Background: an optimization exercise with open tools, aiming at small area, a short achievable clock period and few clock cycles per item. Do not read the settings as production practice. In this exercise RTL edits were held to simulation tests only and were not proved equivalent to the original. No activity file was given, so power comes from the tool's default toggle rates.

==> 01-26 <==
==> flow/design.v <==
`timescale 1ns / 1ps
module decision_tree_pipelined #(
    parameter MAX_NODES  = 64,
    parameter MAX_DEPTH  = 6,
    parameter ADDR_WIDTH = $clog2(MAX_NODES)
)(
    input  logic         clk,
    input  logic         rst,
    input  logic  [7:0]  market_input,
    input  logic         start,
    output logic  [1:0]  action,
    output logic         action_valid,
    input  logic                  sw_we,
    input  logic [ADDR_WIDTH-1:0] sw_addr,
    input  logic                  sw_data_is_leaf,
    input  logic [7:0]            sw_data_threshold,
    input  logic                  sw_data_less_than,
    input  logic [ADDR_WIDTH-1:0] sw_data_left_idx,
    input  logic [ADDR_WIDTH-1:0] sw_data_right_idx,
    input  logic [1:0]            sw_data_action
);
localparam AW = ADDR_WIDTH;               
localparam W  = 1 + 8 + 2*AW;             
localparam LF = W - 1;                    
localparam TH = W - 2;                    
localparam FA = 2*AW - 1;                 
localparam FB = AW - 1;                   
function automatic logic lt8(input logic [7:0] x, input logic [7:0] t);
    logic [7:0] l1, g1;
    logic [3:0] l2, g2;
    logic [1:0] l3, g3;
    l1 = ~x & t;
    g1 = x & ~t;
    for (int b = 0; b < 4; b++) begin
        l2[b] = l1[2*b+1] | (~g1[2*b+1] & l1[2*b]);
        g2[b] = g1[2*b+1] | (~l1[2*b+1] & g1[2*b]);
    end
    for (int b = 0; b < 2; b++) begin
        l3[b] = l2[2*b+1] | (~g2[2*b+1] & l2[2*b]);
        g3[b] = g2[2*b+1] | (~l2[2*b+1] & g2[2*b]);
    end
    lt8 = l3[1] | (~g3[1] & l3[0]);
endfunction
logic [W-1:0] mem [0:MAX_NODES-1];
logic          w_swap;
logic [7:0]    w_t;
logic [AW-1:0] w_a, w_b;
logic [W-1:0]  w_d;
always_comb begin
    w_swap = !sw_data_less_than && (sw_data_threshold != 8'hff);
    w_t    = sw_data_less_than ? sw_data_threshold : sw_data_threshold + 8'd1;
    w_a    = w_swap ? sw_data_right_idx : sw_data_left_idx;
    w_b    = w_swap ? sw_data_left_idx  : sw_data_right_idx;
    if (sw_data_is_leaf) w_b[1:0] = sw_data_action;
    w_d    = {sw_data_is_leaf, w_t, w_a, w_b};
end
logic          wr_v;
logic [AW-1:0] wr_addr;
logic [7:0]    wr_hi, wr_lo;
logic [W-1:0]  wr_d;
always_ff @(posedge clk) begin
    wr_v    <= sw_we;
    wr_addr <= sw_addr;
    wr_hi   <= sw_we ? (8'd1 << sw_addr[5:3]) : 8'd0;
    wr_lo   <= 8'd1 << sw_addr[2:0];
    wr_d    <= w_d;
end
genvar i;
generate
    for (i = 0; i < MAX_NODES; i++) begin : word
        always_ff @(posedge clk) begin
            if (wr_hi[i/8] && wr_lo[i%8])
                mem[i] <= wr_d;
        end
    end
endgenerate
logic [15:0] a3, a4, a5;                  
logic [W-1:0] rd3, rd4;
logic [2:0]   rd5;                        
logic [W-1:0] g3, g4;
logic [2:0]   g5;
always_comb begin
    rd3 = '0; rd4 = '0; rd5 = '0;
    for (int h = 0; h < 8; h++) begin
        g3 = '0; g4 = '0; g5 = '0;
        for (int l = 0; l < 8; l++) begin
            g3 = g3 | (mem[8*h+l] & {W{a3[l]}});
            g4 = g4 | (mem[8*h+l] & {W{a4[l]}});
            g5 = g5 | ({mem[8*h+l][LF], mem[8*h+l][1:0]} & {3{a5[l]}});
        end
        rd3 = rd3 | (g3 & {W{a3[8+h]}});
        rd4 = rd4 | (g4 & {W{a4[8+h]}});
        rd5 = rd5 | (g5 & {3{a5[8+h]}});
    end
end
logic q1, q2, q3, q4;
always_ff @(posedge clk) begin
    q1 <= wr_v;
    q2 <= q1 & !wr_v;
    q3 <= q2 & !wr_v;
    q4 <= q3 & !wr_v;
end
logic [W-1:0] c1a, c1b;                   
logic [W-1:0] c2aa, c2ab, c2ba, c2bb;     
always_ff @(posedge clk) begin
    if (q1) begin c1a  <= rd3; c1b  <= rd4; end
    if (q3) begin c2aa <= rd3; c2ab <= rd4; end
    if (q4) begin c2ba <= rd3; c2bb <= rd4; end
end
logic       v_in;
logic [7:0] x_in;
always_ff @(posedge clk or posedge rst) begin
    if (rst) v_in <= 1'b0;
    else     v_in <= start;
end
always_ff @(posedge clk) x_in <= market_input;
logic       v_w;
logic [7:0] x_w;
always_ff @(posedge clk or posedge rst) begin
    if (rst) v_w <= 1'b0;
    else     v_w <= v_in;
end
always_ff @(posedge clk) x_w <= x_in;
logic       e1_c0, e1_c1, e1_r;
logic [1:0] e1_act;
logic [W-1:0] n0, d1;
always_comb begin
    n0 = mem[0];
    e1_c0 = lt8(x_w, n0[TH -: 8]);
    d1 = e1_c0 ? c1a : c1b;
    e1_c1 = e1_c0 ? lt8(x_w, c1a[TH -: 8]) : lt8(x_w, c1b[TH -: 8]);
    if (n0[LF]) begin
        e1_r = 1'b1; e1_act = n0[1:0];
    end else begin
        e1_r = d1[LF]; e1_act = d1[1:0];
    end
end
logic       s1_v [0:2];
logic       s1_r [0:2];
logic [1:0] s1_act [0:2];
logic [7:0] s1_x [0:2];
logic [1:0] s1_k [0:2];
always_ff @(posedge clk or posedge rst) begin
    if (rst) begin
        s1_v[0] <= 1'b0; s1_v[1] <= 1'b0; s1_v[2] <= 1'b0;
    end else begin
        s1_v[0] <= v_w; s1_v[1] <= s1_v[0]; s1_v[2] <= s1_v[1];
    end
end
always_ff @(posedge clk) begin
    s1_r[0] <= e1_r; s1_act[0] <= e1_act; s1_x[0] <= x_w; s1_k[0] <= {e1_c0, e1_c1};
    for (int k = 1; k < 3; k++) begin
        s1_r[k] <= s1_r[k-1]; s1_act[k] <= s1_act[k-1];
        s1_x[k] <= s1_x[k-1]; s1_k[k] <= s1_k[k-1];
    end
end
logic [3:0]    e2_cmp;         
always_comb begin
    e2_cmp[3] = lt8(s1_x[2], c2aa[TH -: 8]);
    e2_cmp[2] = lt8(s1_x[2], c2ab[TH -: 8]);
    e2_cmp[1] = lt8(s1_x[2], c2ba[TH -: 8]);
    e2_cmp[0] = lt8(s1_x[2], c2bb[TH -: 8]);
end
logic       t2_v, t2_r, t2_c;
logic [1:0] t2_act, t2_k;
logic [7:0] t2_x;
always_ff @(posedge clk or posedge rst) begin
    if (rst) t2_v <= 1'b0;
    else     t2_v <= s1_v[2];
end
always_ff @(posedge clk) begin
    t2_r <= s1_r[2]; t2_act <= s1_act[2]; t2_x <= s1_x[2]; t2_k <= s1_k[2];
    t2_c <= e2_cmp[s1_k[2]];
end
logic          e2_r;
logic [1:0]    e2_act;
logic [AW-1:0] e2_n;
logic [W-1:0]  d2;             
always_comb begin
    case (t2_k)
        2'b11:   d2 = c2aa;
        2'b10:   d2 = c2ab;
        2'b01:   d2 = c2ba;
        default: d2 = c2bb;
    endcase
    e2_n   = t2_c ? d2[FA -: AW] : d2[FB -: AW];
    e2_r   = t2_r | d2[LF];
    e2_act = t2_r ? t2_act : d2[1:0];
end
logic       s3_v, s3_r;
logic [1:0] s3_act;
logic [7:0] s3_x;
logic       r3_v, r3_r;
logic [1:0] r3_act;
logic [7:0] r3_x;
logic [W-1:0] r3_d;
logic       s4_v, s4_r;
logic [1:0] s4_act;
logic [7:0] s4_x;
logic       r4_v, r4_r;
logic [1:0] r4_act;
logic [7:0] r4_x;
logic [W-1:0] r4_d;
logic       s5_v, s5_r;
logic [1:0] s5_act;
always_ff @(posedge clk or posedge rst) begin
    if (rst) begin
        s3_v <= 1'b0; r3_v <= 1'b0; s4_v <= 1'b0; r4_v <= 1'b0; s5_v <= 1'b0;
    end else begin
        s3_v <= t2_v; r3_v <= s3_v; s4_v <= r3_v; r4_v <= s4_v; s5_v <= r4_v;
    end
end
always_ff @(posedge clk) begin
    s3_r <= e2_r; s3_act <= e2_act; s3_x <= t2_x;
    r3_r <= s3_r; r3_act <= s3_act; r3_x <= s3_x; r3_d <= rd3;
    s4_r <= r3_r | r3_d[LF];
    s4_act <= r3_r ? r3_act : r3_d[1:0];
    s4_x <= r3_x;
    r4_r <= s4_r; r4_act <= s4_act; r4_x <= s4_x; r4_d <= rd4;
    s5_r <= r4_r | r4_d[LF];
    s5_act <= r4_r ? r4_act : r4_d[1:0];
end
logic [AW-1:0] n3_nx, n4_nx, n5_nx;
always_comb begin
    if (wr_v) begin
        n3_nx = (wr_addr == '0) ? wr_d[FA -: AW] : mem[0][FA -: AW];
        n4_nx = (wr_addr == '0) ? wr_d[FB -: AW] : mem[0][FB -: AW];
    end else if (q2) begin
        n3_nx = c1a[FA -: AW];
        n4_nx = c1a[FB -: AW];
    end else if (q3) begin
        n3_nx = c1b[FA -: AW];
        n4_nx = c1b[FB -: AW];
    end else begin
        n3_nx = e2_n;
        n4_nx = lt8(r3_x, r3_d[TH -: 8]) ? r3_d[FA -: AW] : r3_d[FB -: AW];
    end
    n5_nx = lt8(r4_x, r4_d[TH -: 8]) ? r4_d[FA -: AW] : r4_d[FB -: AW];
end
always_ff @(posedge clk) begin
    a3 <= {8'd1 << n3_nx[5:3], 8'd1 << n3_nx[2:0]};
    a4 <= {8'd1 << n4_nx[5:3], 8'd1 << n4_nx[2:0]};
    a5 <= {8'd1 << n5_nx[5:3], 8'd1 << n5_nx[2:0]};
end
always_ff @(posedge clk or posedge rst) begin
    if (rst) begin
        action       <= '0;
        action_valid <= 1'b0;
    end else begin
        action_valid <= s5_v & (s5_r | rd5[2]);
        action       <= s5_r ? s5_act : rd5[1:0];
    end
end
endmodule
==> flow/run.sh <==
#!/bin/bash
# synth_recipe.tcl (not shown) runs the flow's synth.tcl, then flattens the netlist and writes it again
# the make line also repeats each setting of config.mk as NAME=value (left out here)
make -C /OpenROAD-flow-scripts/flow DESIGN_CONFIG=/design/flow/config.mk WORK_HOME=/design/flow/orfs CLKGATE_MAP_FILE= SYNTH_SCRIPT=/design/flow/synth_recipe.tcl finish
==> flow/config.mk <==
export PLATFORM = sky130hd
export DESIGN_NAME = decision_tree_pipelined
export DESIGN_NICKNAME = decision_tree_pipelined
export VERILOG_FILES = /design/flow/design.v
export SDC_FILE = /design/flow/constraint.sdc
export NUM_CORES = 4
export LEC_CHECK = 0
export CAP_MARGIN = 20
export CORE_MARGIN = 2
export CORE_UTILIZATION = 30
export CTS_CLUSTER_DIAMETER = 300
export CTS_CLUSTER_SIZE = 20
export SETUP_SLACK_MARGIN = 3.6
export SLEW_MARGIN = 20
==> flow/constraint.sdc <==
create_clock -name core_clock -period 6.0 [get_ports {clk}]
set_input_delay 1.2000 -clock core_clock [delete_from_list [all_inputs] [get_ports {clk}]]
set_output_delay 1.2000 -clock core_clock [all_outputs]
set_load 0.01 [all_outputs]
==> 05-01 (differences from 01-26) <==
--- a/flow/design.v
+++ b/flow/design.v
@@ -22,5 +22,4 @@
 localparam AW = ADDR_WIDTH;               
-localparam W  = 1 + 8 + 2*AW;             
-localparam LF = W - 1;                    
-localparam TH = W - 2;                    
+localparam W  = 8 + 2*AW;                 
+localparam TH = W - 1;                    
 localparam FA = 2*AW - 1;                 
@@ -28,19 +27,17 @@
 function automatic logic lt8(input logic [7:0] x, input logic [7:0] t);
-    logic [7:0] l1, g1;
-    logic [3:0] l2, g2;
-    logic [1:0] l3, g3;
-    l1 = ~x & t;
-    g1 = x & ~t;
-    for (int b = 0; b < 4; b++) begin
-        l2[b] = l1[2*b+1] | (~g1[2*b+1] & l1[2*b]);
-        g2[b] = g1[2*b+1] | (~l1[2*b+1] & g1[2*b]);
-    end
-    for (int b = 0; b < 2; b++) begin
-        l3[b] = l2[2*b+1] | (~g2[2*b+1] & l2[2*b]);
-        g3[b] = g2[2*b+1] | (~l2[2*b+1] & g2[2*b]);
-    end
-    lt8 = l3[1] | (~g3[1] & l3[0]);
+    logic [7:0] l, e;
+    logic       r, p;
+    l = ~x & t;
+    e = ~(x ^ t);
+    r = 1'b0;
+    for (int i = 0; i < 8; i++) begin
+        p = l[i];
+        for (int j = i + 1; j < 8; j++)
+            p = p & e[j];
+        r = r | p;
+    end
+    lt8 = r;
 endfunction
 logic [W-1:0] mem [0:MAX_NODES-1];
-logic          w_swap;
+logic          w_never;
 logic [7:0]    w_t;
@@ -49,11 +46,25 @@
 always_comb begin
-    w_swap = !sw_data_less_than && (sw_data_threshold != 8'hff);
-    w_t    = sw_data_less_than ? sw_data_threshold : sw_data_threshold + 8'd1;
-    w_a    = w_swap ? sw_data_right_idx : sw_data_left_idx;
-    w_b    = w_swap ? sw_data_left_idx  : sw_data_right_idx;
-    if (sw_data_is_leaf) w_b[1:0] = sw_data_action;
-    w_d    = {sw_data_is_leaf, w_t, w_a, w_b};
+    w_never = sw_data_less_than ? (sw_data_threshold == 8'h00)
+                                : (sw_data_threshold == 8'hff);
+    if (sw_data_is_leaf) begin
+        w_t = 8'h00;
+        w_a = sw_data_left_idx;
+        w_b = {sw_data_right_idx[AW-1:2], sw_data_action};
+    end else if (w_never) begin
+        w_t = 8'hff;
+        w_a = sw_data_right_idx;
+        w_b = sw_data_right_idx;
+    end else if (sw_data_less_than) begin
+        w_t = sw_data_threshold;
+        w_a = sw_data_left_idx;
+        w_b = sw_data_right_idx;
+    end else begin
+        w_t = sw_data_threshold + 8'd1;
+        w_a = sw_data_right_idx;
+        w_b = sw_data_left_idx;
+    end
+    w_d = {w_t, w_a, w_b};
 end
 logic          wr_v;
-logic [AW-1:0] wr_addr;
+logic          wr_is0;          
 logic [7:0]    wr_hi, wr_lo;
@@ -62,3 +73,3 @@
     wr_v    <= sw_we;
-    wr_addr <= sw_addr;
+    wr_is0  <= (sw_addr == '0);
     wr_hi   <= sw_we ? (8'd1 << sw_addr[5:3]) : 8'd0;
@@ -88,3 +99,3 @@
             g4 = g4 | (mem[8*h+l] & {W{a4[l]}});
-            g5 = g5 | ({mem[8*h+l][LF], mem[8*h+l][1:0]} & {3{a5[l]}});
+            g5 = g5 | ({mem[8*h+l][TH -: 8] == 8'd0, mem[8*h+l][1:0]} & {3{a5[l]}});
         end
@@ -95,3 +106,3 @@
 end
-logic q1, q2, q3, q4;
+logic q1, q2, q3, q4, q5;
 always_ff @(posedge clk) begin
@@ -101,9 +112,15 @@
     q4 <= q3 & !wr_v;
-end
-logic [W-1:0] c1a, c1b;                   
+    q5 <= q4 & !wr_v;
+end
+logic [W-1:0] r3_d, r4_d;                 
+logic [7:0]   c1a_t, c1b_t;               
+logic [1:0]   c1a_act, c1b_act;           
 logic [W-1:0] c2aa, c2ab, c2ba, c2bb;     
 always_ff @(posedge clk) begin
-    if (q1) begin c1a  <= rd3; c1b  <= rd4; end
-    if (q3) begin c2aa <= rd3; c2ab <= rd4; end
-    if (q4) begin c2ba <= rd3; c2bb <= rd4; end
+    if (q2) begin
+        c1a_t <= r3_d[TH -: 8]; c1a_act <= r3_d[1:0];
+        c1b_t <= r4_d[TH -: 8]; c1b_act <= r4_d[1:0];
+    end
+    if (q4) begin c2aa <= r3_d; c2ba <= r4_d; end
+    if (q5) begin c2ab <= r3_d; c2bb <= r4_d; end
 end
@@ -116,12 +133,19 @@
 always_ff @(posedge clk) x_in <= market_input;
-logic       v_w;
-logic [7:0] x_w;
-always_ff @(posedge clk or posedge rst) begin
-    if (rst) v_w <= 1'b0;
-    else     v_w <= v_in;
-end
-always_ff @(posedge clk) x_w <= x_in;
+logic       v_w0, v_w;
+logic [7:0] x_w0, x_w;
+always_ff @(posedge clk or posedge rst) begin
+    if (rst) begin
+        v_w0 <= 1'b0; v_w <= 1'b0;
+    end else begin
+        v_w0 <= v_in; v_w <= v_w0;
+    end
+end
+always_ff @(posedge clk) begin
+    x_w0 <= x_in; x_w <= x_w0;
+end
 logic       e1_c0, e1_c1, e1_r;
 logic [1:0] e1_act;
-logic [W-1:0] n0, d1;
+logic [W-1:0] n0;
+logic [7:0]   d1_t;
+logic [1:0]   d1_act;
 always_comb begin
@@ -129,8 +153,9 @@
     e1_c0 = lt8(x_w, n0[TH -: 8]);
-    d1 = e1_c0 ? c1a : c1b;
-    e1_c1 = e1_c0 ? lt8(x_w, c1a[TH -: 8]) : lt8(x_w, c1b[TH -: 8]);
-    if (n0[LF]) begin
+    d1_t   = e1_c0 ? c1a_t   : c1b_t;
+    d1_act = e1_c0 ? c1a_act : c1b_act;
+    e1_c1 = e1_c0 ? lt8(x_w, c1a_t) : lt8(x_w, c1b_t);
+    if ((n0[TH -: 8] == 8'd0)) begin
         e1_r = 1'b1; e1_act = n0[1:0];
     end else begin
-        e1_r = d1[LF]; e1_act = d1[1:0];
+        e1_r = (d1_t == 8'd0); e1_act = d1_act;
     end
@@ -163,3 +188,4 @@
 end
-logic       t2_v, t2_r, t2_c;
+logic       t2_v, t2_r;
+logic [3:0] t2_cmp;
 logic [1:0] t2_act, t2_k;
@@ -172,3 +198,3 @@
     t2_r <= s1_r[2]; t2_act <= s1_act[2]; t2_x <= s1_x[2]; t2_k <= s1_k[2];
-    t2_c <= e2_cmp[s1_k[2]];
+    t2_cmp <= e2_cmp;
 end
@@ -185,4 +211,4 @@
     endcase
-    e2_n   = t2_c ? d2[FA -: AW] : d2[FB -: AW];
-    e2_r   = t2_r | d2[LF];
+    e2_n   = t2_cmp[t2_k] ? d2[FA -: AW] : d2[FB -: AW];
+    e2_r   = t2_r | (d2[TH -: 8] == 8'd0);
     e2_act = t2_r ? t2_act : d2[1:0];
@@ -195,3 +221,2 @@
 logic [7:0] r3_x;
-logic [W-1:0] r3_d;
 logic       s4_v, s4_r;
@@ -202,3 +227,2 @@
 logic [7:0] r4_x;
-logic [W-1:0] r4_d;
 logic       s5_v, s5_r;
@@ -215,3 +239,3 @@
     r3_r <= s3_r; r3_act <= s3_act; r3_x <= s3_x; r3_d <= rd3;
-    s4_r <= r3_r | r3_d[LF];
+    s4_r <= r3_r | (r3_d[TH -: 8] == 8'd0);
     s4_act <= r3_r ? r3_act : r3_d[1:0];
@@ -219,3 +243,3 @@
     r4_r <= s4_r; r4_act <= s4_act; r4_x <= s4_x; r4_d <= rd4;
-    s5_r <= r4_r | r4_d[LF];
+    s5_r <= r4_r | (r4_d[TH -: 8] == 8'd0);
     s5_act <= r4_r ? r4_act : r4_d[1:0];
@@ -224,11 +248,11 @@
 always_comb begin
-    if (wr_v) begin
-        n3_nx = (wr_addr == '0) ? wr_d[FA -: AW] : mem[0][FA -: AW];
-        n4_nx = (wr_addr == '0) ? wr_d[FB -: AW] : mem[0][FB -: AW];
+    if (wr_v || q1) begin
+        n3_nx = (wr_v && wr_is0) ? wr_d[FA -: AW] : mem[0][FA -: AW];
+        n4_nx = (wr_v && wr_is0) ? wr_d[FB -: AW] : mem[0][FB -: AW];
     end else if (q2) begin
-        n3_nx = c1a[FA -: AW];
-        n4_nx = c1a[FB -: AW];
+        n3_nx = r3_d[FA -: AW];
+        n4_nx = r4_d[FA -: AW];
     end else if (q3) begin
-        n3_nx = c1b[FA -: AW];
-        n4_nx = c1b[FB -: AW];
+        n3_nx = r3_d[FB -: AW];
+        n4_nx = r4_d[FB -: AW];
     end else begin
@@ -244,4 +268,8 @@
 end
-always_ff @(posedge clk or posedge rst) begin
-    if (rst) begin
+logic       o_v;
+logic [1:0] o_act;
+always_ff @(posedge clk or posedge rst) begin
+    if (rst) begin
+        o_v          <= 1'b0;
+        o_act        <= '0;
         action       <= '0;
@@ -249,4 +277,6 @@
     end else begin
-        action_valid <= s5_v & (s5_r | rd5[2]);
-        action       <= s5_r ? s5_act : rd5[1:0];
+        o_v          <= s5_v & (s5_r | rd5[2]);
+        o_act        <= s5_r ? s5_act : rd5[1:0];
+        action       <= o_act;
+        action_valid <= o_v;
     end
- SETUP_SLACK_MARGIN: 3.6 -> 3.75
==> qor summary <==
Result of the run: 05-01 timing/DRC/antenna clean; 01-26 timing/DRC/antenna clean
Worst skew pair latency: 05-01 0.81 ns; 01-26 0.77 ns
Mux contribution to synthesized area: 05-01 1.49%; 01-26 1.50%
Static leakage: 05-01 23.1 nW; 01-26 23.5 nW
Layout clock area frac: 05-01 3.51%; 01-26 3.61%
Minimum setup slack after placement: 05-01 2.57 ns; 01-26 2.64 ns
Count of TritonRoute iterations in the first routing pass: 05-01 11; 01-26 8
Std-Cell Core Area: 05-01 0.224 mm^2; 01-26 0.230 mm^2
Via/cell ratio: 05-01 6.71; 01-26 6.64
Combinational gate power: 05-01 5.59 mW; 01-26 8.62 mW
Reg-to-Reg Start: 05-01 r3_x[6]$_DFF_P_; 01-26 a4[5]$_SDFF_PN0_
Post-synthesis average cell area: 05-01 14.3 um^2; 01-26 14.9 um^2
Chip height: 05-01 479 um; 01-26 485 um
Clock network fraction of total power: 05-01 26.3%; 01-26 23.3%
Sink Count: 05-01 1656; 01-26 1738
Peak supply drop: 05-01 243 uV; 01-26 254 uV
Testbench counts of 01-26, summed over its fixed seeds: cycles 21,360, items 20,480.
Testbench counts of 05-01, summed over its fixed seeds: cycles 21,520, items 20,480.

==> port drivers added, routing unchanged <==
The results above use ideal ports. As a check the final layouts listed here were re-extracted and re-timed, cells and wires unchanged. Step 1 (the two cells are an assumption about what drives the block):
set clk [get_ports {clk}]
set_driving_cell -lib_cell sky130_fd_sc_hd__clkbuf_16 $clk
set_driving_cell -lib_cell sky130_fd_sc_hd__buf_2 [delete_from_list [all_inputs] $clk]
Step 2 also shifts input and output timing later by t, the mid clock arrival at the registers, as if the neighbouring blocks saw the same clock. a / b / c = ideal ports / drivers / drivers and shift; a / b = the first two.
run	t (ns)	slack for setup (ns)	latest minus earliest clock arrival (ns)
01-26	0.837	3.484 / 3.408 / 2.967	0.050 / 0.049
05-01	0.866	3.492 / 3.436 / 3.005	0.058 / 0.058
After both steps every run listed still meets setup and hold. For 01-26, which loses most, drivers alone change the setup slack by -0.076 ns; drivers and shift together by -0.517 ns.
